What follows belongs to an exercise in optimizing a design on an open flow for small area, a short achievable clock period and few clock cycles; a production flow would make more cautious choices. In this exercise RTL edits were held to simulation tests only and were not proved equivalent to the original. Power and IR drop assume default switching activity.

[design.v]
module sw(i0, i1, i2, i3, o0, o1, o2, o3, clk, rst);
  input clk, rst;
  input [9:0] i0, i1, i2, i3;
  output [9:0] o0, o1, o2, o3;
  wire [9:0] in [0:3];
  assign in[0] = i0; assign in[1] = i1; assign in[2] = i2; assign in[3] = i3;
  wire [8:0] f [0:3];      
  wire [3:0] av;           
  wire [3:0] rq [0:3];     
  wire [3:0] hd;           
  wire [3:0] pop;
  reg  [3:0] busy;         
  wire [3:0] own [0:3];    
  reg  [9:0] ob [0:3];     
  wire [3:0] req [0:3];    
  wire [3:0] gnt [0:3];
  wire [3:0] sel [0:3];    
  wire [3:0] gin;          
  genvar i, j;
  generate
    for (i = 0; i < 4; i = i + 1) begin : g_in
      fifo q(.clk(clk), .rst(rst), .din({in[i][9], in[i][7:0]}),
             .dval(in[i][9] | in[i][8]), .pop(pop[i]), .h(f[i]), .hv(av[i]), .hd(hd[i]), .req(rq[i]));
      assign gin[i] = gnt[0][i] | gnt[1][i] | gnt[2][i] | gnt[3][i];
      assign pop[i] = (~hd[i] & av[i]) | gin[i];
    end
    for (j = 0; j < 4; j = j + 1) begin : g_out
      for (i = 0; i < 4; i = i + 1) begin : g_r
        assign req[j][i] = rq[i][j] & hd[i];
        assign own[j][i] = rq[i][j] & ~hd[i];
        assign sel[j][i] = busy[j] ? (own[j][i] & av[i]) : gnt[j][i];
      end
      arb a(.clk(clk), .rst(rst), .req(req[j]), .busy(busy[j]), .gnt(gnt[j]));
    end
  endgenerate
  function [9:0] pick;
    input [3:0] s;
    input [8:0] f0, f1, f2, f3;
    input [3:0] h;
    begin
      pick = ({10{s[0]}} & {f0[8], ~h[0], f0[7:0]}) |
             ({10{s[1]}} & {f1[8], ~h[1], f1[7:0]}) |
             ({10{s[2]}} & {f2[8], ~h[2], f2[7:0]}) |
             ({10{s[3]}} & {f3[8], ~h[3], f3[7:0]});
    end
  endfunction
  wire [3:0] tl = av & {f[3][8], f[2][8], f[1][8], f[0][8]};
  integer k, n;
  always @(posedge clk) begin
    for (k = 0; k < 4; k = k + 1)
      ob[k] <= pick(sel[k], f[0], f[1], f[2], f[3], hd);
    if (rst) begin
      busy <= 4'b0000;
      for (k = 0; k < 4; k = k + 1) begin
        ob[k][9:8] <= 2'b00;
      end
    end else begin
      for (k = 0; k < 4; k = k + 1) begin
        busy[k] <= busy[k] ? ~|(own[k] & tl) : |req[k];
      end
    end
  end
  assign o0 = ob[0];
  assign o1 = ob[1];
  assign o2 = ob[2];
  assign o3 = ob[3];
endmodule
module fifo(clk, rst, din, dval, pop, h, hv, hd, req);
  input clk, rst, dval, pop;
  input [8:0] din;
  output reg [8:0] h;    
  output reg hv;         
  output reg [3:0] req;  
  reg [15*9-1:0] mem;    
  reg [3:0] rp, wp;      
  output reg hd;         
  reg empty, full;       
  function [3:0] dec;
    input [1:0] d;
    dec = {d == 2'd3, d == 2'd2, d == 2'd1, d == 2'd0};
  endfunction
  wire [8:0] rd = mem[9*rp +: 9];
  wire [3:0] rpn, wpn;           
  inc15 ir(.p(rp), .n(rpn));
  inc15 iw(.p(wp), .n(wpn));
  wire e_rd = (rpn == wp);       
  wire f_wr = (wpn == rp);       
  wire take = ~hv | pop;         
  wire fromm = take & ~empty;    
  wire wr = dval;                
  wire [3:0] rq_rd = dec(rd[1:0]);
  wire tl = ~hd & h[8];          
  integer k;
  always @(posedge clk) begin
    for (k = 0; k < 15; k = k + 1)
      if (!full && wp == k) mem[9*k +: 9] <= din;
    if (take) h <= rd;
    if (rst) begin
      rp <= 4'd0;
      wp <= 4'd0;
      empty <= 1'b1;
      full <= 1'b0;
      hv <= 1'b0;
      hd <= 1'b1;
      req <= 4'b0000;
    end else begin
      if (wr) wp <= wpn;
      if (fromm) rp <= rpn;
      empty <= fromm ? (wr ? empty : e_rd) : (wr ? 1'b0 : empty);
      full <= wr ? (fromm ? full : f_wr) : (fromm ? 1'b0 : full);
      hv <= ~take | ~empty;
      if (pop) hd <= tl;
      if (pop) begin
        if (tl) req <= empty ? 4'b0000 : rq_rd;
      end else if (!hv && hd) req <= empty ? 4'b0000 : rq_rd;
    end
  end
endmodule
module inc15(p, n);
  input [3:0] p;
  output [3:0] n;
  assign n = (p == 4'd14) ? 4'd0 : p + 4'd1;
endmodule
module arb(clk, rst, req, busy, gnt);
  input clk, rst, busy;
  input [3:0] req;
  output [3:0] gnt;
  reg [1:0] ptr;
  wire [3:0] pri = 4'b0001 << ptr;
  genvar i;
  generate
    for (i = 0; i < 4; i = i + 1) begin : g
      assign gnt[i] = req[i] & ~busy & (pri[i] |
                        (pri[(i+3)%4] & ~req[(i+3)%4]) |
                        (pri[(i+2)%4] & ~req[(i+2)%4] & ~req[(i+3)%4]) |
                        (pri[(i+1)%4] & ~req[(i+1)%4] & ~req[(i+2)%4] & ~req[(i+3)%4]));
    end
  endgenerate
  always @(posedge clk) begin
    if (rst)
      ptr <= 2'd0;
    else if (~busy & |req)    
      ptr <= {gnt[1] | gnt[2], gnt[0] | gnt[2]};    
  end
endmodule
[constraint.sdc]
create_clock -name core_clock -period 6.0 [get_ports {clk}]
set_input_delay 1.2000 -clock core_clock [delete_from_list [all_inputs] [get_ports {clk}]]
set_output_delay 1.2000 -clock core_clock [all_outputs]
set_load 0.01 [all_outputs]
[flow/run.sh]
#!/bin/bash
# Standard ORFS layout, with plain buffers (buf_4) on the ports instead of the
# delay-cell buffers buffer_ports picks by default, and sizing not held to
# the cell footprint.
set -euo pipefail
export BUFFER_PORTS_ARGS="-buffer_cell sky130_fd_sc_hd__buf_4"
bash standard.sh MATCH_CELL_FOOTPRINT=0 finish > orfs_make.log 2>&1
[config.mk]
export PLATFORM = sky130hd
export DESIGN_NAME = sw
export DESIGN_NICKNAME = sw
export VERILOG_FILES = /design/flow/design.v
export SDC_FILE = /design/flow/constraint.sdc
export NUM_CORES = 4
export LEC_CHECK = 0
export ABC_AREA = 1
export CAP_MARGIN = 20
export CORE_MARGIN = 2
export CORE_UTILIZATION = 65
export CTS_CLUSTER_DIAMETER = 80
export CTS_CLUSTER_SIZE = 24
export PLACE_DENSITY = 0.85
export SETUP_SLACK_MARGIN = 3.8
export SLEW_MARGIN = 20
[standard.sh]
#!/bin/bash
# synth_recipe.tcl (not shown) runs the flow's synth.tcl, then flattens the netlist and writes it again
# the make line also repeats each setting of config.mk as NAME=value (left out here)
make -C /OpenROAD-flow-scripts/flow DESIGN_CONFIG=/design/flow/config.mk WORK_HOME=/design/flow/orfs CLKGATE_MAP_FILE= SYNTH_SCRIPT=/design/flow/synth_recipe.tcl "${@:-finish}"
==> results of run 1 <==
-- timing repair --
item / CTS / global route
pin swaps: 3 / 2
hold buffers: 0 / 0
gates cloned: 6 / 0
gates resized for setup: 104 / 52
setup buffers: 19 / 15
setup endpoints to repair: 109 / 106
-- stage by stage --
step	total power, mW	setup slack [ps]
6_report	12.1	3740
5_1_grt	12.6	3720
4_1_cts	11.9	3720
3_5_place_dp	9.12	3180
3_3_place_gp	9.00	3240
2_1_floorplan	8.05	4130
-- routing by layer --
metal / GRT usage / up-vias / wire [um]
li1: - / 9149 / -
met1: 0.458 / 9804 / 28000
met2: 0.507 / 1412 / 34000
met3: 0.0628 / 174 / 8650
met4: 0.102 / 0 / 2110
met5: 0 / - / 0
-- report_power, final --
group / internal (mW) / total [mW] / switching [mW] / leakage (nW)
logic: 1.02 / 3.08 / 2.05 / 4.12
registers: 5.76 / 6.28 / 0.527 / 6.25
clock network: 1.22 / 2.75 / 1.53 / 0.534
-- cell type report --
cell class	count	area share
flip-flops and latches	692	0.628
diodes	1	0.0000798
repair inverters	4	0.000958
clock buffers	58	0.0327
multi-input cells	1583	0.254
repair buffers	133	0.0405
inverters	134	0.0174
clock inverters	7	0.00283
well taps	585	0.0233
-- worst reg2reg max path: stages, from the launching register on --
cell and delay (ps):
dfxtp_2 420, inv_6 260, nor2_4 80, buf_4 180, buf_4 160, a221oi_1 250
o21ai_0 150, o211ai_1 170, nand2_1 170
-- logic make-up (layout without fill, tap and decap cells) --
logic type	Yosys count	in the layout	synth area share
and+or+nand+nor	1031	1033	0.156
buffers and inverters	240	336	0.0342
DFF	692	692	0.690
other	0	1	0
xor gates and xnor gates	24	24	0.00739
AOI/OAI and AO/OA	526	526	0.112
-- flip-flops by register name (all words and copies together), names as in the netlist, 8 cells and up --
name and flops:
g_in.q.wp 16, g_out.a.ptr 8, g_in.q.h 36, g_in.q.rp 16, g_in.q.mem 540, g_in.q.req 16, ob 40
-- placed cells by master, fill, tap and decap left out, drive strengths merged --
master	n
a31o	1
nand3b	7
a221oi	49
dfxtp	116
buf	132
o21a	4
a41oi	7
o2111ai	29
nor3	12
o31ai	2
clkinv	4
nand3	123
nor2	325
xor2	24
o21ai	259
diode	1
a31oi	5
clkbuf	59
nor4	7
nand2	504
a32o	1
a21boi	1
a22oi	34
clkinvlp	11
edfxtp	576
o211ai	37
a21oi	97
nand4	50
or2	4
inv	130
or3	1
-- final timing paths --
check	endpoint	slack, ps
setup reg to reg	g_in[0].q.h[2]$_DFFE_PN_	3880
hold reg to reg	g_in[2].q.hv$_SDFF_PP0_	460
setup / recovery	o3[9]	3740
hold / removal	g_in[2].q.hv$_SDFF_PP0_	460
==> results.tsv, run 1 <==
metric	value	unit
Setup-failing EPs final	0	
Max Root-Sink Buffers	3	
fill count	2846	
crit start category	register	
I/O Buffers	81	
Vias/cell	6.42	
largest net degree at the start of global routing	47	
clk_skew	24.6	ps
Post-synth ARST share	0	
Fin Hold WS	465	ps
share of layout cells above drive strength 1	0.127	
Layout Nets	2627	
VDD IR max	308	uV
top-count cell post-synth	edfxtp_1	
area of the multi-input gates	7960	um2
RSZ-0062 raised after global routing	yes	
CTS clk-pin slew, worst paths	90	ps
# H-tree levels	2	
top cells by area, synth	edfxtp_1, dfxtp_1, nand2_1, o21ai_0, nor2_1	
TritonRoute pass-1 iters	6	
Mapped Cells	2513	
Max Slew Vio Count	0	
initial antenna violation count	1	
CTS Buf Count	37	
vias in the first global route	19600	
crit path DAT	1060	ps
Period minus WS final	2260	ps
crit path launch	ob[3][9]$_SDFF_PP0_	
placed cell count	3089	
CP top delay family	flip-flops	
hold_sp	g_in[2].q.empty$_SDFFE_PP1P_	
Worst Path Buf+Inv	1	
first-pass GRT wire length	111000	um
dpl hpwl	44900	um
die area	45400	um2
final hold violation count	0	
Synth top area share	0.608	
Initial Utilization	0.660	
Finished Layout Cells	3197	
Top Ports	82	
Die H	213	um
Reg2Reg Depth	8	
EDFF count, synth	576	
routed len/inst	22.8	um
Synth cell types	47	
Setup CP Type	register to output port	
leading area contributor after synthesis	edfxtp_1	
max incr delay on CP	370	ps
Synth Net Count	2555	
Leak	10.9	nW
number of synthesized register bits	692	
Placer Congestion	0.936	
num rows	76	
vias	20500	
placed instance area	29400	um2
Overflow after GRT	0	
Commonest cells post-synth	edfxtp_1, nand2_1, nor2_1	
Starting DRT DRC Count	2974	
top_reg_cell synth	edfxtp_1	
clock root buffer	clkbuf_16	
pwr dens	386	nW/um2
fmax	442	MHz
Register Area	19700	um2
DRC	0	
GRT Total Usage	0.322	
Syn Area/Cell	11.3	um2
CP Max Fanout	1	
WL final	72700	um
crit path cell chain	buf_6	
WP depth	1	
clk latency of the worst-skew pair	590	ps
clock tree sinks	692	
area grow syn2layout	10.3	%
Syn. warnings	5	
Setup TNS Final	0	ps
WP data required	4800	ps
Hold Crit Depth	1	
Post-Route Utilization	0.728	
Worst-Margin Slew	1200	ps
hold crit path type	register to register	
post-route cell area	31300	um2
TritonCTS clock tree	done	
final worst-path cycle share	0.377	
Crit. End Element	output port	
sequential fraction of the synthesis area	0.690	
post-route ant nets	0	
CORE AREA	43100	um2
Crit-path slowest cell	dfxtp_2	
Max-cap violations	0	
Synth Cell Area	28400	um2
status	finished clean	
Slew HR	0.200	
chip width	213	um
RR Startpoint	g_in[0].q.rp[1]$_SDFFE_PP0P_	
Testbench counts, summed over its fixed seeds: cycles 2,647.
==> inputs of run 2 (changes only) <==
--- a/config.mk
+++ b/config.mk
@@ -14,3 +14,3 @@
 export PLACE_DENSITY = 0.85
-export SETUP_SLACK_MARGIN = 3.8
+export SETUP_SLACK_MARGIN = 3.85
 export SLEW_MARGIN = 20
==> run 2 against run 1 <==
Against the previous run: wire length is 1.1% higher; critical path depth unchanged; via count rose by 1.2%; combinational power rose by 2%; first-iteration DRC count grew 2.4%; register-to-register slack about the same; count of clock-buffer cells in the layout is the same; worst hold slack improved by 2.8 ps; critical path type unchanged; critical endpoint unchanged; largest power group unchanged; highest routed layer is now met5.
==> results.tsv, run 2 <==
metric	value	unit	change
top-count cell post-synth	edfxtp_1		
chip width	213	um	unchanged
Top Ports	82		unchanged
die area	45400	um2	unchanged
top cells by area, synth	edfxtp_1, dfxtp_1, nand2_1, o21ai_0, nor2_1		
M2 GR Usage	0.505		-0.00191
RSZ-0062 raised after global routing	yes		
Commonest cells post-synth	edfxtp_1, nand2_1, nor2_1		
clk_skew	27.7	ps	+3.16 ps
Worst-Margin Slew	1230	ps	+38.2 ps
Period minus WS final	2260	ps	-0.970 ps
CORE AREA	43100	um2	unchanged
# H-tree levels	2		unchanged
final hold violation count	0		unchanged
Synth Net Count	2555		unchanged
largest registers	g_in.q.mem x540, ob x40, g_in.q.h x36		
Max Root-Sink Buffers	3		unchanged
post-route ant nets	0		unchanged
Setup TNS Final	0	ps	unchanged
Post-Route Utilization	0.730		+0.00273
Mapped Cells	2513		unchanged
M1 GR Usage	0.460		+0.00206
I/O Buffers	81		unchanged
num rows	76		unchanged
clock root buffer	clkbuf_16		
Synth cell types	47		unchanged
GRT met3 Usage	0.0613		-0.00147
Syn Area/Cell	11.3	um2	unchanged
clk latency of the worst-skew pair	590	ps	about the same
max incr delay on CP	370	ps	about the same
EDFF count, synth	576		unchanged
Placer Congestion	0.936		unchanged
crit start category	register		
CTS clk-pin slew, worst paths	90	ps	about the same
fmax	442	MHz	about the same
overall power	12.2	mW	+0.53%
CP Max Fanout	1		unchanged
top_reg_cell synth	edfxtp_1		
Syn. warnings	5		unchanged
sequential fraction of the synthesis area	0.690		unchanged
first-pass GRT wire length	111000	um	about the same
status	finished clean		
most common library cell in the layout ignoring fill and taps	edfxtp_1		
WL final	73600	um	+1.1%
Die H	213	um	unchanged
Worst Path Buf+Inv	1		unchanged
TritonCTS clock tree	done		
Vias/cell	6.49		+0.98%
Overflow after GRT	0		unchanged
Largest Register	g_in.q.mem		
Setup CP Type	register to output port		
Slew HR	0.175		-0.0255
GRT Total Usage	0.322		about the same
TritonRoute pass-1 iters	6		unchanged
Post-synth ARST share	0		unchanged
Starting DRT DRC Count	3045		+2.4%
Initial Utilization	0.660		unchanged
routed len/inst	23.0	um	+0.96%
clock tree sinks	692		unchanged
Max Slew Vio Count	0		unchanged
crit path cell chain	buf_6		
Crit. End Element	output port		
pwr dens	387	nW/um2	+0.16%
Synth Cell Area	28400	um2	unchanged
Synth top area share	0.608		unchanged
leading area contributor after synthesis	edfxtp_1		
WP data required	4800	ps	about the same
hold crit path type	register to register		
area grow syn2layout	10.7	%	
Leak	10.9	nW	+0.40%
vias in the first global route	19600		-0.051%
final worst-path cycle share	0.377		about the same
Hold Buf Count CTS	0		unchanged
vias	20800		+1.2%
grt peak-use layer	met2		
CP top delay family	flip-flops		
crit path DAT	1060	ps	about the same
share of layout cells above drive strength 1	0.131		+0.00391
Largest register FFs	540		unchanged
number of synthesized register bits	692		unchanged
commonest non-fill, non-tap cells in the layout	edfxtp_1, nand2_1, nor2_1		
dpl hpwl	44900	um	unchanged
VDD IR max	307	uV	-0.49%
Setup-failing EPs final	0		unchanged
largest net degree at the start of global routing	47		unchanged
CTS Buf Count	37		unchanged
DRC	0		unchanged
Max-cap violations	0		unchanged
initial antenna violation count	1		unchanged
Crit-path slowest cell	dfxtp_2		
Layout Nets	2633		+0.23%
-- run 2: cell counts after synthesis --
No cell type changed its count.
-- run 2: cells by family after synthesis --
logic type / share of synthesized area
simple gates: 0.156
xor+xnor: 0.00739
buf+inv: 0.0342
compound gates: 0.112
flops: 0.690
-- run 2: repair_timing --
action                                  4_1_cts  5_1_grt
pin swaps                                     4        4
setup buffers                                19       20
endpoints found under the setup margin      111       98
gates resized for setup                     118       55
gates cloned                                  6        2
-- run 2: final cells by class --
type | instances | area, um2
Inverter | 134 | 556
Timing Repair Buffer | 138 | 1340
Sequential cell | 692 | 19700
Clock buffer | 58 | 1030
Tap cell | 585 | 732
Multi-Input combinational cell | 1583 | 7990
Timing Repair inverter | 5 | 35.0
Antenna cell | 1 | 2.50
Fill cell | 2830 | 11600
Clock inverter | 7 | 88.8
-- run 2: worst paths after layout --
path                                   to  slack [ps]  cells past startpoint                          from
min               g_in[2].q.hv$_SDFF_PP0_         470                      1  g_in[2].q.empty$_SDFFE_PP1P_
max                                 o3[9]        3740                      1           ob[3][9]$_SDFF_PP0_
min reg2reg       g_in[2].q.hv$_SDFF_PP0_         470                      1  g_in[2].q.empty$_SDFFE_PP1P_
max reg2reg  g_in[1].q.empty$_SDFFE_PP1P_        3870                      7  g_in[1].q.rp[3]$_SDFFE_PP0P_
-- run 2: per-layer routing --
metal | share of wire | wire length (um)
met1 | 0.38 | 28200
met2 | 0.47 | 34400
met4 | 0.029 | 2110
met3 | 0.12 | 8870
met5 | 0.00018 | 13
-- run 2: through the flow --
step | setup WS (ps) | cells | hold slack (ps) | instance area, um2
3_3_place_gp | 3240 | 3089 | 454 | 29400
2_1_floorplan | 4130 | 2513 | 435 | 28400
3_5_place_dp | 3180 | 3089 | 452 | 29400
4_1_cts | 3720 | 3179 | 465 | 31100
6_report | 3740 | 3203 | 467 | 31500
5_1_grt | 3720 | 3202 | 498 | 31500
-- run 2: report_power, final --
group,switching (mW),total [mW],internal [mW]
Combinational,2.08,3.13,1.06
Sequential,0.534,6.29,5.76
Clock,1.53,2.75,1.22
==> inputs of run 3 (changes only) <==
--- a/config.mk
+++ b/config.mk
@@ -10,7 +10,7 @@
 export CORE_MARGIN = 2
-export CORE_UTILIZATION = 65
+export CORE_UTILIZATION = 70
 export CTS_CLUSTER_DIAMETER = 80
 export CTS_CLUSTER_SIZE = 24
-export PLACE_DENSITY = 0.85
-export SETUP_SLACK_MARGIN = 3.85
+export PLACE_DENSITY = 0.88
+export SETUP_SLACK_MARGIN = 3.8
 export SLEW_MARGIN = 20
==> run 3 against run 2 <==
Against the previous run: final cell count is 1.8% lower; still clean; largest power group unchanged; core utilization rose by 5.4 points; wire length grew 2.4%.
==> results.tsv, run 3 <==
metric	value	unit	change
Layout Nets	2636		+0.11%
clock root buffer	clkbuf_16		
CP Max Fanout	1		unchanged
WP data required	4800	ps	about the same
largest net degree at the start of global routing	47		unchanged
Setup CP Type	register to output port		
DRC	0		unchanged
Worst Path Buf+Inv	1		unchanged
Crit-path slowest cell	dfxtp_4		
RSZ-0062 raised after global routing	yes		
top_reg_cell synth	edfxtp_1		
RR Startpoint	g_in[3].q.rp[3]$_SDFFE_PP0P_		
hold_sp	g_in[2].q.empty$_SDFFE_PP1P_		
Finished Layout Cells	3144		-1.8%
Synth top area share	0.608		unchanged
sequential fraction of the synthesis area	0.690		unchanged
VDD IR max	339	uV	+11%
# H-tree levels	2		unchanged
Max-cap violations	0		unchanged
Largest register FFs	540		unchanged
fmax	442	MHz	about the same
GRT Total Usage	0.356		+0.0337
Overflow after GRT	0		unchanged
CORE AREA	39900	um2	-7.3%
r2r endpoint	g_in[3].q.req[3]$_SDFFE_PP0P_		
initial antenna violation count	0		-1
crit path launch	ob[1][1]$_DFF_P_		
Top Ports	82		unchanged
Initial Utilization	0.712		+0.0523
area grow syn2layout	10.1	%	
Synth cell types	47		unchanged
Period minus WS final	2260	ps	+0.470 ps
Starting DRT DRC Count	3541		+16%
dpl hpwl	45500	um	+1.3%
Setup TNS Final	0	ps	unchanged
most common library cell in the layout ignoring fill and taps	edfxtp_1		
num rows	73		-3.9%
Vias/cell	6.75		+4.0%
crit path DAT	1060	ps	about the same
first-pass GRT wire length	113000	um	+2.4%
status	finished clean		
Hold EP	g_in[2].q.hv$_SDFF_PP0_		
hold crit path type	register to register		
crit path cell chain	buf_6		
TritonCTS clock tree	done		
commonest non-fill, non-tap cells in the layout	edfxtp_1, nand2_1, nor2_1		
Leak	10.9	nW	-0.27%
post-route setup slack	3740	ps	-0.470 ps
Syn Area/Cell	11.3	um2	unchanged
n_diodes	0		-1
Hold Buf Count CTS	0		unchanged
Worst-Margin Slew	1190	ps	-42.0 ps
Commonest cells post-synth	edfxtp_1, nand2_1, nor2_1		
Mapped Cells	2513		unchanged
final worst-path cycle share	0.377		about the same
Largest Register	g_in.q.mem		
TritonRoute pass-1 iters	8		+2
routed len/inst	24.0	um	+4.3%
Setup-failing EPs final	0		unchanged
vias	21200		+2.1%
Max Root-Sink Buffers	3		unchanged
I/O Buffers	81		unchanged
largest registers	g_in.q.mem x540, ob x40, g_in.q.h x36		
top cells by area, synth	edfxtp_1, dfxtp_1, nand2_1, o21ai_0, nor2_1		
Max Slew Vio Count	0		unchanged
die area	42200	um2	-7.0%
vias in the first global route	20300		+3.6%
Synth Net Count	2555		unchanged
number of synthesized register bits	692		unchanged
Synth Cell Area	28400	um2	unchanged
Placer Congestion	0.968		+3.4%
CP top delay family	flip-flops		
EDFF count, synth	576		unchanged
CTS Buf Count	35		-5.4%
WL final	75300	um	+2.4%
Reg2Reg Depth	8		+1
post-route cell area	31300	um2	-0.53%
crit start category	register		
Hold Crit Depth	1		unchanged
Syn. warnings	5		unchanged
clk latency of the worst-skew pair	580	ps	about the same
Crit. End Element	output port		
share of layout cells above drive strength 1	0.132		+0.00143
placed cell count	3030		-1.9%
Die H	206	um	-3.6%
chip width	206	um	-3.6%
clock tree sinks	692		unchanged
pre-CTS WS	3120	ps	-61.8 ps
top-count cell post-synth	edfxtp_1		
post-route ant nets	0		unchanged
placed instance area	29400	um2	-0.23%
Post-synth ARST share	0		unchanged
leading area contributor after synthesis	edfxtp_1		
clk_skew	18.4	ps	-9.37 ps
CTS clk-pin slew, worst paths	90	ps	about the same
pwr dens	388	nW/um2	+0.25%
max incr delay on CP	370	ps	about the same
Slew HR	0.203		+0.0281
Worst R2R Setup Slack	3780	ps	-90 ps
final hold violation count	0		unchanged
==> run 3: cell counts after synthesis <==
Identical to the previous run, type by type.
==> run 3: cell type report <==
cell class | count | area (um2)
Fill cell | 2279 | 8610
Timing Repair inverter | 4 | 27.5
Multi-Input combinational cell | 1584 | 7980
Clock buffer | 58 | 1010
Clock inverter | 4 | 57.6
Sequential cell | 692 | 19700
Timing Repair Buffer | 143 | 1300
Tap cell | 525 | 657
Inverter | 134 | 554
==> run 3: cell families after synthesis <==
logic type | Yosys count | synth area share
AOI/OAI and AO/OA | 526 | 0.112
xor gates and xnor gates | 24 | 0.00739
and+or+nand+nor | 1031 | 0.156
buffers and inverters | 240 | 0.0342
DFF | 692 | 0.690
==> run 3: how the worst max path moves through the flow <==
stage	to	slack (ps)	cells after the start
2_1_floorplan	g_in[3].q.wp[3]$_SDFFE_PP0P_	4130	4
3_3_place_gp	g_in[3].q.req[3]$_SDFFE_PP0P_	2890	10
3_5_place_dp	g_in[3].q.req[3]$_SDFFE_PP0P_	3120	10
4_1_cts	o3[9]	3730	1
5_1_grt	o1[9]	3730	1
6_report	o1[1]	3740	1
==> run 3: timing repair <==
item / 4_1_cts / 5_1_grt
gates cloned: 6 / 1
setup endpoints to repair: 110 / 100
setup buffers: 26 / 18
resized for setup: 115 / 46
pin swaps: 3 / 2
==> run 3: per-layer routing <==
| metal | track usage | wire length, um | vias to the layer above |
|---|---|---|---|
| met5 | 0 | 0 | - |
| met2 | 0.558 | 34900 | 1801 |
| met3 | 0.0675 | 10300 | 295 |
| met1 | 0.493 | 26900 | 9942 |
| li1 | - | - | 9175 |
| met4 | 0.157 | 3230 | 0 |
==> run 3: per-stage QoR <==
stage / hold slack (ps) / util / power (mW)
2_1_floorplan: 435 / - / 8.05
6_report: 475 / 0.784 / 12.1
4_1_cts: 477 / 0.776 / 11.9
5_1_grt: 499 / 0.784 / 12.6
3_3_place_gp: 452 / 0.735 / 9.00
3_5_place_dp: 461 / 0.735 / 9.13
==> run 3: where the power goes <==
group | internal [mW] | total (mW) | leakage, nW | switching (mW)
sequential | 5.76 | 6.34 | 6.25 | 0.579
clock | 1.22 | 2.68 | 0.510 | 1.45
combinational | 1.03 | 3.13 | 4.15 | 2.10
==> inputs of run 4 (changes only) <==
--- a/config.mk
+++ b/config.mk
@@ -10,6 +10,6 @@
 export CORE_MARGIN = 2
-export CORE_UTILIZATION = 70
+export CORE_UTILIZATION = 60
 export CTS_CLUSTER_DIAMETER = 80
 export CTS_CLUSTER_SIZE = 24
-export PLACE_DENSITY = 0.88
+export PLACE_DENSITY = 0.8
 export SETUP_SLACK_MARGIN = 3.8
==> run 4 against run 3 <==
Against the previous run: combinational power decreased by 2%; global-route usage is 7.0 points lower; largest cell class unchanged; critical path type unchanged; fmax decreased by 0.65%; via count shrank 3.6%; final cell count is 2.3% higher; wire length decreased by 4.8%; highest routed layer unchanged; core utilization down 11 points; synthesized area stayed put; worst setup slack lost 15 ps; register-to-register slack better by 70 ps.
==> results.tsv, run 4 <==
metric	value	unit	change
area grow syn2layout	10.6	%	
RSZ-0062 raised after global routing	yes		
Slew HR	0.217		+0.0146
TritonCTS clock tree	done		
share of layout cells above drive strength 1	0.127		-0.00596
Setup CP Type	register to output port		
largest registers	g_in.q.mem x540, ob x40, g_in.q.h x36		
initial antenna violation count	1		+1
Crit-path slowest cell	dfxtp_2		
Crit. End Element	output port		
post-route ant nets	0		unchanged
Placer Congestion	0.918		-5.2%
leading area contributor after synthesis	edfxtp_1		
TritonRoute pass-1 iters	19		+11
Max Root-Sink Buffers	3		unchanged
Max Slew Vio Count	0		unchanged
final hold violation count	0		unchanged
Logic pwr share	0.249		-0.009
hold_sp	g_in[2].q.empty$_SDFFE_PP1P_		
WP data required	4800	ps	about the same
EDFF count, synth	576		unchanged
crit path DAT	1080	ps	+20 ps
first-pass GRT wire length	109000	um	-3.8%
Period minus WS final	2280	ps	+14.7 ps
n_diodes	0		unchanged
Die H	222	um	+7.9%
M1 WL	28200	um	+5.0%
top cells by area, synth	edfxtp_1, dfxtp_1, nand2_1, o21ai_0, nor2_1		
dpl hpwl	44600	um	-1.9%
Max Used Layer	met4		
Setup-failing EPs final	0		unchanged
Hold EP	g_in[2].q.hv$_SDFF_PP0_		
clock root buffer	clkbuf_16		
Commonest cells post-synth	edfxtp_1, nand2_1, nor2_1		
Worst R2R Setup Slack	3850	ps	+70 ps
clk_skew	28.0	ps	+9.61 ps
top-count cell post-synth	edfxtp_1		
pwr dens	390	nW/um2	+0.47%
Mapped Cells	2513		unchanged
vias	20500		-3.6%
Finished Layout Cells	3215		+2.3%
largest net degree at the start of global routing	43		-8.5%
GRT Total Usage	0.286		-0.0702
Synth cell types	47		unchanged
Worst Path Buf+Inv	1		unchanged
Leak	10.9	nW	about the same
Setup TNS Final	0	ps	unchanged
CTS Buf Count	37		+5.7%
Flop pwr share	0.515		-0.007
routed len/inst	22.3	um	-6.9%
hold crit path type	register to register		
I/O Buffers	81		unchanged
WP depth	1		unchanged
CP Max Fanout	1		unchanged
Vias/cell	6.36		-5.7%
DRC	0		unchanged
CTS clk-pin slew, worst paths	100	ps	about the same
Largest register FFs	540		unchanged
Syn Area/Cell	11.3	um2	unchanged
vias in the first global route	19500		-4.1%
Sw Ratio	0.336		-0.00372
die area	49100	um2	+16%
Clock power frac	0.236		+0.016
# H-tree levels	2		unchanged
Synth Net Count	2555		unchanged
VDD IR max	328	uV	-3.4%
Top Ports	82		unchanged
crit start category	register		
fill count	3252		+43%
Post-synth ARST share	0		unchanged
clk latency of the worst-skew pair	590	ps	about the same
crit path cell chain	buf_6		
commonest non-fill, non-tap cells in the layout	edfxtp_1, nand2_1, nor2_1		
num rows	79		+8.2%
Routed met2 length	33600	um	-3.7%
Starting DRT DRC Count	3140		-11%
Psw	4.12	mW	-0.16%
max incr delay on CP	380	ps	about the same
r2r endpoint	ob[0][9]$_SDFF_PP0_		
RR Startpoint	g_in[0].q.hv$_SDFF_PP0_		
final worst-path cycle share	0.380		+0.00245
Synth Cell Area	28400	um2	unchanged
WL final	71700	um	-4.8%
Hold Crit Depth	1		unchanged
placed cell count	3111		+2.7%
CORE AREA	46700	um2	+17%
Initial Utilization	0.609		-0.103
Max-cap violations	0		unchanged
CP top delay family	flip-flops		
Syn. warnings	5		unchanged
fmax	439	MHz	-0.65%
clock tree sinks	692		unchanged
Reg2Reg Depth	8		unchanged
Synth top area share	0.608		unchanged
Layout Nets	2621		-0.57%
sequential fraction of the synthesis area	0.690		unchanged
Overflow after GRT	0		unchanged
Worst-Margin Slew	1170	ps	-21.8 ps
number of synthesized register bits	692		unchanged
chip width	222	um	+7.9%
most common library cell in the layout ignoring fill and taps	edfxtp_1		
Largest Register	g_in.q.mem		
met3 wire length	7740	um	-25%
status	finished clean		
top_reg_cell synth	edfxtp_1		
Power Internal	8.13	mW	+1.5%
## run 4: changes by cell type in the layout (fill, tap and decap cells not counted), moves of 3 or more
cell,delta
nand2_1,+5
buf_4,-19
clkbuf_16,+4
nor2_1,+6
clkbuf_1,-3
nor2_2,-5
buf_12,+4
clkinvlp_4,+3
nand2_2,-5
inv_6,+3
## run 4: power groups by stage
stage	clock network (mW)	registers (mW)	logic, mW
global route	3.06	6.34	3.33
CTS	2.90	6.28	2.90
finish	2.89	6.31	3.06
floorplan	0	6.09	1.96
detailed placement	0	6.35	2.77
global placement	0	6.33	2.70
## run 4: layout make-up
class | instances | area, um2 | share of cell area
inverter | 134 | 558 | 0.0177
clock buffer | 57 | 1060 | 0.0339
multi-input combinational | 1583 | 7950 | 0.253
clock inverter | 11 | 153 | 0.00485
tap | 607 | 759 | 0.0242
timing repair buffer | 126 | 1220 | 0.0389
sequential | 692 | 19700 | 0.627
timing repair inverter | 5 | 37.5 | 0.00119
## run 4: timing repair
item / 4_1_cts / 5_1_grt
setup buffers: 13 / 15
pin swaps: 1 / 0
gates resized for setup: 121 / 45
cloned: 7 / 1
hold buffers: 0 / 0
endpoints found under the setup margin: 109 / 127
## run 4: per-stage QoR
stage               worst slack [ps]  hold WS (ps)  area (um2)   util  power (mW)
floorplan                       4130           435       28400      -        8.05
global placement                3060           452       29400  0.631        9.03
detailed placement              2980           457       29500  0.631        9.12
CTS                             3710           471       31200  0.668        12.1
global route                    3700           495       31400  0.674        12.7
finish                          3720           470       31400  0.674        12.3
## run 4: kinds of logic (layout without fill, tap and decap cells)
kind of cell,Yosys count,after routing,synth area share
compound gates,526,526,0.112
buf+inv,240,333,0.0342
flops,692,692,0.690
xor+xnor,24,24,0.00739
simple gates,1031,1033,0.156
## run 4: worst max-delay path by stage
stage	startpoint	end	slack, ps
CTS	ob[3][8]$_SDFF_PP0_	o3[8]	3710
finish	ob[3][8]$_SDFF_PP0_	o3[8]	3720
floorplan	i3[8]	g_in[3].q.wp[3]$_SDFFE_PP0P_	4130
global placement	g_in[3].q.rp[0]$_SDFFE_PP0P_	g_in[3].q.req[3]$_SDFFE_PP0P_	3060
global route	ob[2][9]$_SDFF_PP0_	o2[9]	3700
detailed placement	g_in[3].q.rp[0]$_SDFFE_PP0P_	g_in[3].q.req[2]$_SDFFE_PP0P_	2980
## run 4: per-layer routing
layer  vias up  track usage
met2      1348        0.454
met1      9791        0.408
met3       184       0.0470
li1       9132            -
met4         0       0.0918
met5         -            0
==> inputs of run 5 (changes only) <==
==> flow/run.sh (replaced) <==
#!/bin/bash
# Standard ORFS layout, with plain buffers (buf_2) on the ports instead of the
# delay-cell buffers buffer_ports picks by default, and sizing not held to
# the cell footprint.
set -euo pipefail
export BUFFER_PORTS_ARGS="-buffer_cell sky130_fd_sc_hd__buf_2"
bash standard.sh MATCH_CELL_FOOTPRINT=0 finish > orfs_make.log 2>&1
--- a/config.mk
+++ b/config.mk
@@ -10,6 +10,6 @@
 export CORE_MARGIN = 2
-export CORE_UTILIZATION = 60
+export CORE_UTILIZATION = 65
 export CTS_CLUSTER_DIAMETER = 80
 export CTS_CLUSTER_SIZE = 24
-export PLACE_DENSITY = 0.8
+export PLACE_DENSITY = 0.85
 export SETUP_SLACK_MARGIN = 3.8
==> run 5 against run 4 <==
Against the previous run: sequential share of layout area grew 0.45 points; total power shrank 1.2%; worst hold slack lost 5.8 ps; sequential power shrank 0.6%; first-iteration DRC count grew 5.9%; wire length grew 2.2%; critical endpoint is now o3[9].
==> results.tsv, run 5 <==
metric	value	unit	change
met3 wire length	8680	um	+12%
Syn Area/Cell	11.3	um2	unchanged
Crit-path slowest cell	dfxtp_4		
first-pass GRT wire length	109000	um	about the same
WL final	73200	um	+2.2%
Hold Crit Depth	1		unchanged
die area	45400	um2	-7.6%
clk latency of the worst-skew pair	600	ps	about the same
pwr dens	388	nW/um2	-0.32%
clock tree sinks	692		unchanged
CP top delay family	flip-flops		
Setup-failing EPs final	0		unchanged
clk_skew	22.4	ps	-5.57 ps
crit start category	register		
routed len/inst	22.8	um	+2.4%
TritonCTS clock tree	done		
clock root buffer	clkbuf_16		
max incr delay on CP	370	ps	about the same
final hold violation count	0		unchanged
Hold EP	g_in[2].q.hv$_SDFF_PP0_		
Syn. warnings	5		unchanged
chip width	213	um	-3.9%
r2r endpoint	g_in[0].q.empty$_SDFFE_PP1P_		
Overflow after GRT	0		unchanged
Synth cell types	47		unchanged
GRT Total Usage	0.316		+0.0298
Worst R2R Setup Slack	3760	ps	-90 ps
commonest non-fill, non-tap cells in the layout	edfxtp_1, nand2_1, nor2_1		
final worst-path cycle share	0.380		about the same
TritonRoute pass-1 iters	8		-11
I/O Buffers	81		unchanged
Setup TNS Final	0	ps	unchanged
Largest Register	g_in.q.mem		
status	finished clean		
leading area contributor after synthesis	edfxtp_1		
Worst-Margin Slew	1160	ps	-10.4 ps
sequential fraction of the synthesis area	0.690		unchanged
vias	20900		+2.2%
Post-Route Utilization	0.724		+0.0496
top cells by area, synth	edfxtp_1, dfxtp_1, nand2_1, o21ai_0, nor2_1		
RR Startpoint	g_in[0].q.rp[1]$_SDFFE_PP0P_		
Layout Nets	2642		+0.80%
Synth top area share	0.608		unchanged
largest registers	g_in.q.mem x540, ob x40, g_in.q.h x36		
Max Slew Vio Count	0		unchanged
Hold Buf Count CTS	0		unchanged
CTS Buf Count	37		unchanged
crit path cell chain	buf_6		
hold crit path type	register to register		
hold_sp	g_in[2].q.empty$_SDFFE_PP1P_		
Crit. End Element	output port		
CP Max Fanout	1		unchanged
Die H	213	um	-3.9%
Post-synth ARST share	0		unchanged
Placer Congestion	0.938		+2.2%
M1 WL	27400	um	-2.9%
Largest register FFs	540		unchanged
share of layout cells above drive strength 1	0.126		-0.000724
Vias/cell	6.52		+2.4%
# H-tree levels	2		unchanged
Routed met2 length	34800	um	+3.5%
top-count cell post-synth	edfxtp_1		
Synth Cell Area	28400	um2	unchanged
number of synthesized register bits	692		unchanged
Max Used Layer	met5		
WP depth	1		unchanged
dpl hpwl	44900	um	+0.54%
Leak	10.9	nW	about the same
Mapped Cells	2513		unchanged
DRC	0		unchanged
Period minus WS final	2280	ps	+1.99 ps
top_reg_cell synth	edfxtp_1		
Max-cap violations	0		unchanged
fmax	439	MHz	about the same
Synth Net Count	2555		unchanged
CTS clk-pin slew, worst paths	90	ps	about the same
Initial Utilization	0.660		+0.0506
n_diodes	0		unchanged
Setup CP Type	register to output port		
Worst Path Buf+Inv	1		unchanged
initial antenna violation count	1		unchanged
WP data required	4800	ps	about the same
Slew HR	0.224		+0.00696
area grow syn2layout	9.66	%	
num rows	76		-3.8%
post-route ant nets	0		unchanged
largest net degree at the start of global routing	47		+9.3%
Reg2Reg Depth	10		+2
most common library cell in the layout ignoring fill and taps	edfxtp_1		
RSZ-0062 raised after global routing	yes		
Starting DRT DRC Count	3324		+5.9%
Max Root-Sink Buffers	3		unchanged
EDFF count, synth	576		unchanged
Commonest cells post-synth	edfxtp_1, nand2_1, nor2_1		
crit path launch	ob[3][9]$_SDFF_PP0_		
CORE AREA	43100	um2	-7.7%
VDD IR max	327	uV	-0.12%
Top Ports	82		unchanged
crit path DAT	1080	ps	about the same
vias in the first global route	19600		+0.61%
==> run 5: worst register-to-register path, delay by kind of cell (launching register included) <==
family	cells	cell delay, ps
AO/OA/AOI/OAI	1	80
XOR/XNOR	1	240
buffers and inverters	3	400
flip-flops	1	500
AND/OR/NAND/NOR	5	910
==> run 5: power by group <==
part	switching, mW	internal [mW]	leakage (nW)	total [mW]
logic	2.11	0.999	4.13	3.11
registers	0.524	5.75	6.24	6.27
clock network	1.52	1.20	0.535	2.72
total	4.15	7.95	10.9	12.1
==> run 5: how the worst max path moves through the flow <==
stage,endpoint
3_3_place_gp,g_in[0].q.rp[2]$_SDFFE_PP0P_
2_1_floorplan,g_in[3].q.wp[3]$_SDFFE_PP0P_
6_report,o3[9]
3_5_place_dp,g_in[1].q.rp[0]$_SDFFE_PP0P_
4_1_cts,o3[8]
5_1_grt,g_in[0].q.empty$_SDFFE_PP1P_
==> run 5: repair_timing <==
| item | in CTS | in global routing |
|---|---|---|
| endpoints found under the hold margin | 0 | 0 |
| gates resized for setup | 64 | 66 |
| pin swaps | 2 | 5 |
| cloned | 6 | 3 |
| buffers inserted | 17 | 28 |
| endpoints found under the setup margin | 126 | 107 |
==> run 5: logic make-up after synthesis <==
family,after synthesis,synth area share
compound gates,526,0.112
simple gates,1031,0.156
xor+xnor,24,0.00739
flops,692,0.690
buf+inv,240,0.0342
==> run 5: cell type report <==
cell class | count | area (um2)
multi-input cells | 1584 | 7970
flip-flops and latches | 692 | 19700
repair inverters | 4 | 27.5
well taps | 585 | 732
repair buffers | 147 | 1120
inverters | 134 | 557
fillers | 2845 | 11900
clock inverters | 10 | 111
clock buffers | 52 | 982
==> run 5: per-layer routing <==
layer	GRT usage	vias up
li1	-	9174
met3	0.0554	238
met1	0.442	9973
met4	0.117	2
met2	0.501	1522
met5	0	-
==> run 5: through the flow <==
| stage | std cells | area [um2] | setup slack [ps] | total power, mW | hold slack, ps |
|---|---|---|---|---|---|
| global placement | 3090 | 29200 | 3150 | 8.96 | 455 |
| CTS | 3175 | 30700 | 3710 | 11.8 | 465 |
| global route | 3208 | 31200 | 3690 | 12.6 | 484 |
| floorplan | 2513 | 28400 | 4130 | 8.05 | 435 |
| detailed placement | 3090 | 29200 | 3080 | 9.09 | 452 |
| finish | 3208 | 31200 | 3720 | 12.1 | 464 |
==> inputs of run 6 (changes only) <==
--- a/design.v
+++ b/design.v
@@ -76,3 +76,3 @@
   output reg hd;         
-  reg empty, full;       
+  reg empty;             
   function [3:0] dec;
@@ -86,3 +86,2 @@
   wire e_rd = (rpn == wp);       
-  wire f_wr = (wpn == rp);       
   wire take = ~hv | pop;         
@@ -95,3 +94,3 @@
     for (k = 0; k < 15; k = k + 1)
-      if (!full && wp == k) mem[9*k +: 9] <= din;
+      if (dval && wp == k) mem[9*k +: 9] <= din;
     if (take) h <= rd;
@@ -101,3 +100,2 @@
       empty <= 1'b1;
-      full <= 1'b0;
       hv <= 1'b0;
@@ -109,3 +107,2 @@
       empty <= fromm ? (wr ? empty : e_rd) : (wr ? 1'b0 : empty);
-      full <= wr ? (fromm ? full : f_wr) : (fromm ? 1'b0 : full);
       hv <= ~take | ~empty;
==> flow/run.sh (replaced) <==
#!/bin/bash
# Standard ORFS layout, with plain buffers (buf_4) on the ports instead of the
# delay-cell buffers buffer_ports picks by default, and sizing not held to
# the cell footprint.
set -euo pipefail
export BUFFER_PORTS_ARGS="-buffer_cell sky130_fd_sc_hd__buf_4"
bash standard.sh MATCH_CELL_FOOTPRINT=0 finish > orfs_make.log 2>&1
==> run 6 against run 5 <==
Against the previous run: still clean; non-clock buffer count decreased by 25; synthesized area shrank 0.24%; final cell count is 1.2% higher; core utilization grew 0.67 points; wire length fell by 2.7%; clock power is 1% lower; register-to-register slack better by 130 ps; first-iteration DRC count is 3.4% lower; die area is 0.23% lower; critical endpoint is now g_in[2].q.mem[41]$_DFFE_PP_; largest power group unchanged.
==> results.tsv, run 6 <==
metric	value	unit	change
cell mode on critical path	nor2_1		
Slew HR	0.364		+0.140
Register Area	19600	um2	-0.32%
status	finished clean		
CTS Buf Count	36		-2.7%
largest registers	g_in.q.mem x540, ob x40, g_in.q.h x36		
share of layout cells above drive strength 1	0.142		+0.0161
final worst-path cycle share	0.395		+0.0150
EDFF count, synth	576		unchanged
DRC	0		unchanged
final hold violation count	0		unchanged
Synth top area share	0.610		+0.00145
Syn. warnings	5		unchanged
most common library cell in the layout ignoring fill and taps	nand2_1		
pwr dens	372	nW/um2	-4.3%
Crit. End Element	register		
first-pass GRT wire length	107000	um	-1.5%
Initial Utilization	0.658		-0.00157
Die H	213	um	-0.11%
Setup CP Type	input port to register		
Largest Register	g_in.q.mem		
Max Slew Vio Count	0		unchanged
GRT Total Usage	0.311		-0.00459
CTS clk-pin slew, worst paths	90	ps	about the same
max incr delay on CP	770	ps	+400 ps
clock tree sinks	688		-0.58%
clock root buffer	clkbuf_16		
Synth Net Count	2611		+2.2%
top_reg_cell synth	edfxtp_1		
Syn Area/Cell	11.0	um2	-2.4%
Starting DRT DRC Count	3210		-3.4%
fmax	422	MHz	-3.8%
Max Root-Sink Buffers	3		unchanged
n_diodes	0		unchanged
WL final	71300	um	-2.7%
Synth Cell Area	28400	um2	-0.24%
die area	45300	um2	-0.23%
Logic pwr share	0.245		-0.012
Commonest cells post-synth	nand2_1, edfxtp_1, nor2_1		
# H-tree levels	2		unchanged
Psw	3.91	mW	-5.8%
leading area contributor after synthesis	edfxtp_1		
post-route ant nets	0		unchanged
Vias/cell	6.31		-3.1%
top cells by area, synth	edfxtp_1, dfxtp_1, nand2_1, nor2_1, o21ai_0		
Overflow after GRT	0		unchanged
Setup-failing EPs final	0		unchanged
Layout Nets	2680		+1.4%
Top Ports	82		unchanged
RSZ-0062 raised after global routing	yes		
area of the multi-input gates	8120	um2	+1.9%
sequential fraction of the synthesis area	0.689		-0.00118
Power Internal	7.78	mW	-2.2%
Sw Ratio	0.335		-0.00853
commonest non-fill, non-tap cells in the layout	nand2_1, edfxtp_1, nor2_1		
chip width	213	um	-0.11%
crit start category	input port		
I/O Buffers	81		unchanged
Placer Congestion	0.969		+3.3%
VDD IR max	254	uV	-22%
vias in the first global route	19200		-1.8%
Clock power frac	0.229		+0.004
Post-synth ARST share	0		unchanged
clk_skew	24.3	ps	+1.92 ps
Flop pwr share	0.526		+0.008
number of synthesized register bits	688		-0.58%
Hold Buf Count CTS	0		unchanged
initial antenna violation count	0		-1
num rows	76		unchanged
CP Max Fanout	16		+15
crit path DAT	2560	ps	+1480 ps
Setup TNS Final	0	ps	unchanged
Worst-Margin Slew	951	ps	-209 ps
pre-CTS WS	3030	ps	-52.6 ps
Crit-path slowest cell	nor2_1		
routed len/inst	21.9	um	-3.9%
area grow syn2layout	10.9	%	
Largest register FFs	540		unchanged
hold crit path type	register to register		
Leak	11.1	nW	+2.3%
Max-cap violations	0		unchanged
fill count	2787		-2.0%
CORE AREA	43100	um2	unchanged
TritonRoute pass-1 iters	6		-2
largest net degree at the start of global routing	53		+13%
crit path cell chain	buf_4 -> nor2_1 -> inv_1 -> nand3_1 -> nor2_1		
Synth cell types	45		-4.3%
dpl hpwl	45400	um	+1.1%
top-count cell post-synth	nand2_1		
TritonCTS clock tree	done		
clk latency of the worst-skew pair	580	ps	-20 ps
Mapped Cells	2569		+2.2%
Period minus WS final	2370	ps	+90.1 ps
vias	20500		-1.9%
WP data required	6190	ps	+1390 ps
post-route setup slack	3630	ps	-90.1 ps
run 6: layer usage:
layer / GRT usage / wire length, um / up-vias
li1: - / - / 9179
met1: 0.449 / 27300 / 9649
met2: 0.488 / 33200 / 1466
met3: 0.0485 / 8300 / 213
met4: 0.107 / 2420 / 0
met5: 0 / 0 / -
run 6: path summary, 6_finish.rpt:
| path | start | endpoint | slack, ps | cells after the start |
|---|---|---|---|---|
| min reg2reg | g_in[3].q.empty$_SDFFE_PP1P_ | g_in[3].q.hv$_SDFF_PP0_ | 440 | 1 |
| min | g_in[3].q.empty$_SDFFE_PP1P_ | g_in[3].q.hv$_SDFF_PP0_ | 440 | 1 |
| max | i2[9] | g_in[2].q.mem[41]$_DFFE_PP_ | 3630 | 5 |
| max reg2reg | g_in[3].q.rp[1]$_SDFFE_PP0P_ | g_in[3].q.h[3]$_DFFE_PN_ | 3890 | 7 |
run 6: critical path, delay by kind of cell:
kind,cells,cell delay (ps)
buf+inv,2,310
simple gates,3,1050
run 6: logic make-up (layout without fill, tap and decap cells):
family                 after synthesis  after routing  share of synthesized area
flip-flops                         688            688                      0.689
AO/OA/AOI/OAI                      406            406                     0.0884
buffers and inverters              261            353                     0.0378
AND/OR/NAND/NOR                   1207           1209                      0.183
XOR/XNOR                             7              7                    0.00216
run 6: layout make-up:
class                      count  share of cell area
tap                          585              0.0233
sequential                   688               0.623
inverter                     163              0.0210
timing repair inverter         5            0.000994
clock buffer                  56              0.0324
timing repair buffer         122              0.0391
multi-input combinational   1622               0.258
clock inverter                 7             0.00199
run 6: power groups by stage:
stage / Clock [mW] / Sequential, mW / Combinational [mW]
after floorplan: 0 / 5.97 / 1.86
after global placement: 0 / 6.19 / 2.53
after detailed placement: 0 / 6.20 / 2.61
after CTS: 2.69 / 6.12 / 2.72
after global routing: 2.84 / 6.18 / 3.13
final: 2.68 / 6.15 / 2.86
run 6: repair_timing:
item | 4_1_cts | 5_1_grt
gates resized for setup | 115 | 78
gates cloned | 5 | 2
pin swaps | 2 | 9
endpoints found under the setup margin | 291 | 342
setup buffers | 11 | 20
run 6: metrics by stage:
stage | area (um2) | std cells | utilization | hold slack, ps | total power [mW]
4_1_cts | 31000 | 3226 | 0.720 | 440 | 11.5
5_1_grt | 31500 | 3248 | 0.730 | 457 | 12.1
3_5_place_dp | 29500 | 3147 | 0.684 | 424 | 8.81
6_report | 31500 | 3248 | 0.730 | 444 | 11.7
3_3_place_gp | 29500 | 3147 | 0.684 | 427 | 8.71
2_1_floorplan | 28500 | 2569 | - | 412 | 7.83
Testbench counts of run 6, summed over its fixed seeds: cycles 2,647.

port drivers added, routing unchanged:
The results above use ideal ports. As a check the final layouts listed here were re-extracted and re-timed, cells and wires unchanged.
Step 1 assumes that a clkbuf_16 drives the clock port and a buf_2 every other input.
Step 2, shift: input delay + t, output delay - t, t = (earliest + latest rising clock arrival at the registers) / 2. This alone moves slack from input paths to output paths.
a / b / c = no drivers / after step 1 / after step 2; a / b = the first two.
| run | t (ns) | slack for setup (ns) | cell pins on the clock port's net |
|---|---|---|---|
| run 1 | 0.637 | 3.736 / 3.678 / 3.295 | 1 |
| run 2 | 0.633 | 3.737 / 3.679 / 3.362 | 1 |
| run 3 | 0.629 | 3.736 / 3.676 / 3.207 | 1 |
| run 4 | 0.637 | 3.722 / 3.660 / 3.260 | 1 |
| run 5 | 0.641 | 3.720 / 3.664 / 3.293 | 1 |
| run 6 | 0.623 | 3.630 / 3.648 / 3.025 | 1 |
After both steps setup and hold are still met in every run listed. For run 6, which loses most, drivers alone change the setup slack by +0.018 ns; drivers and shift together by -0.605 ns.
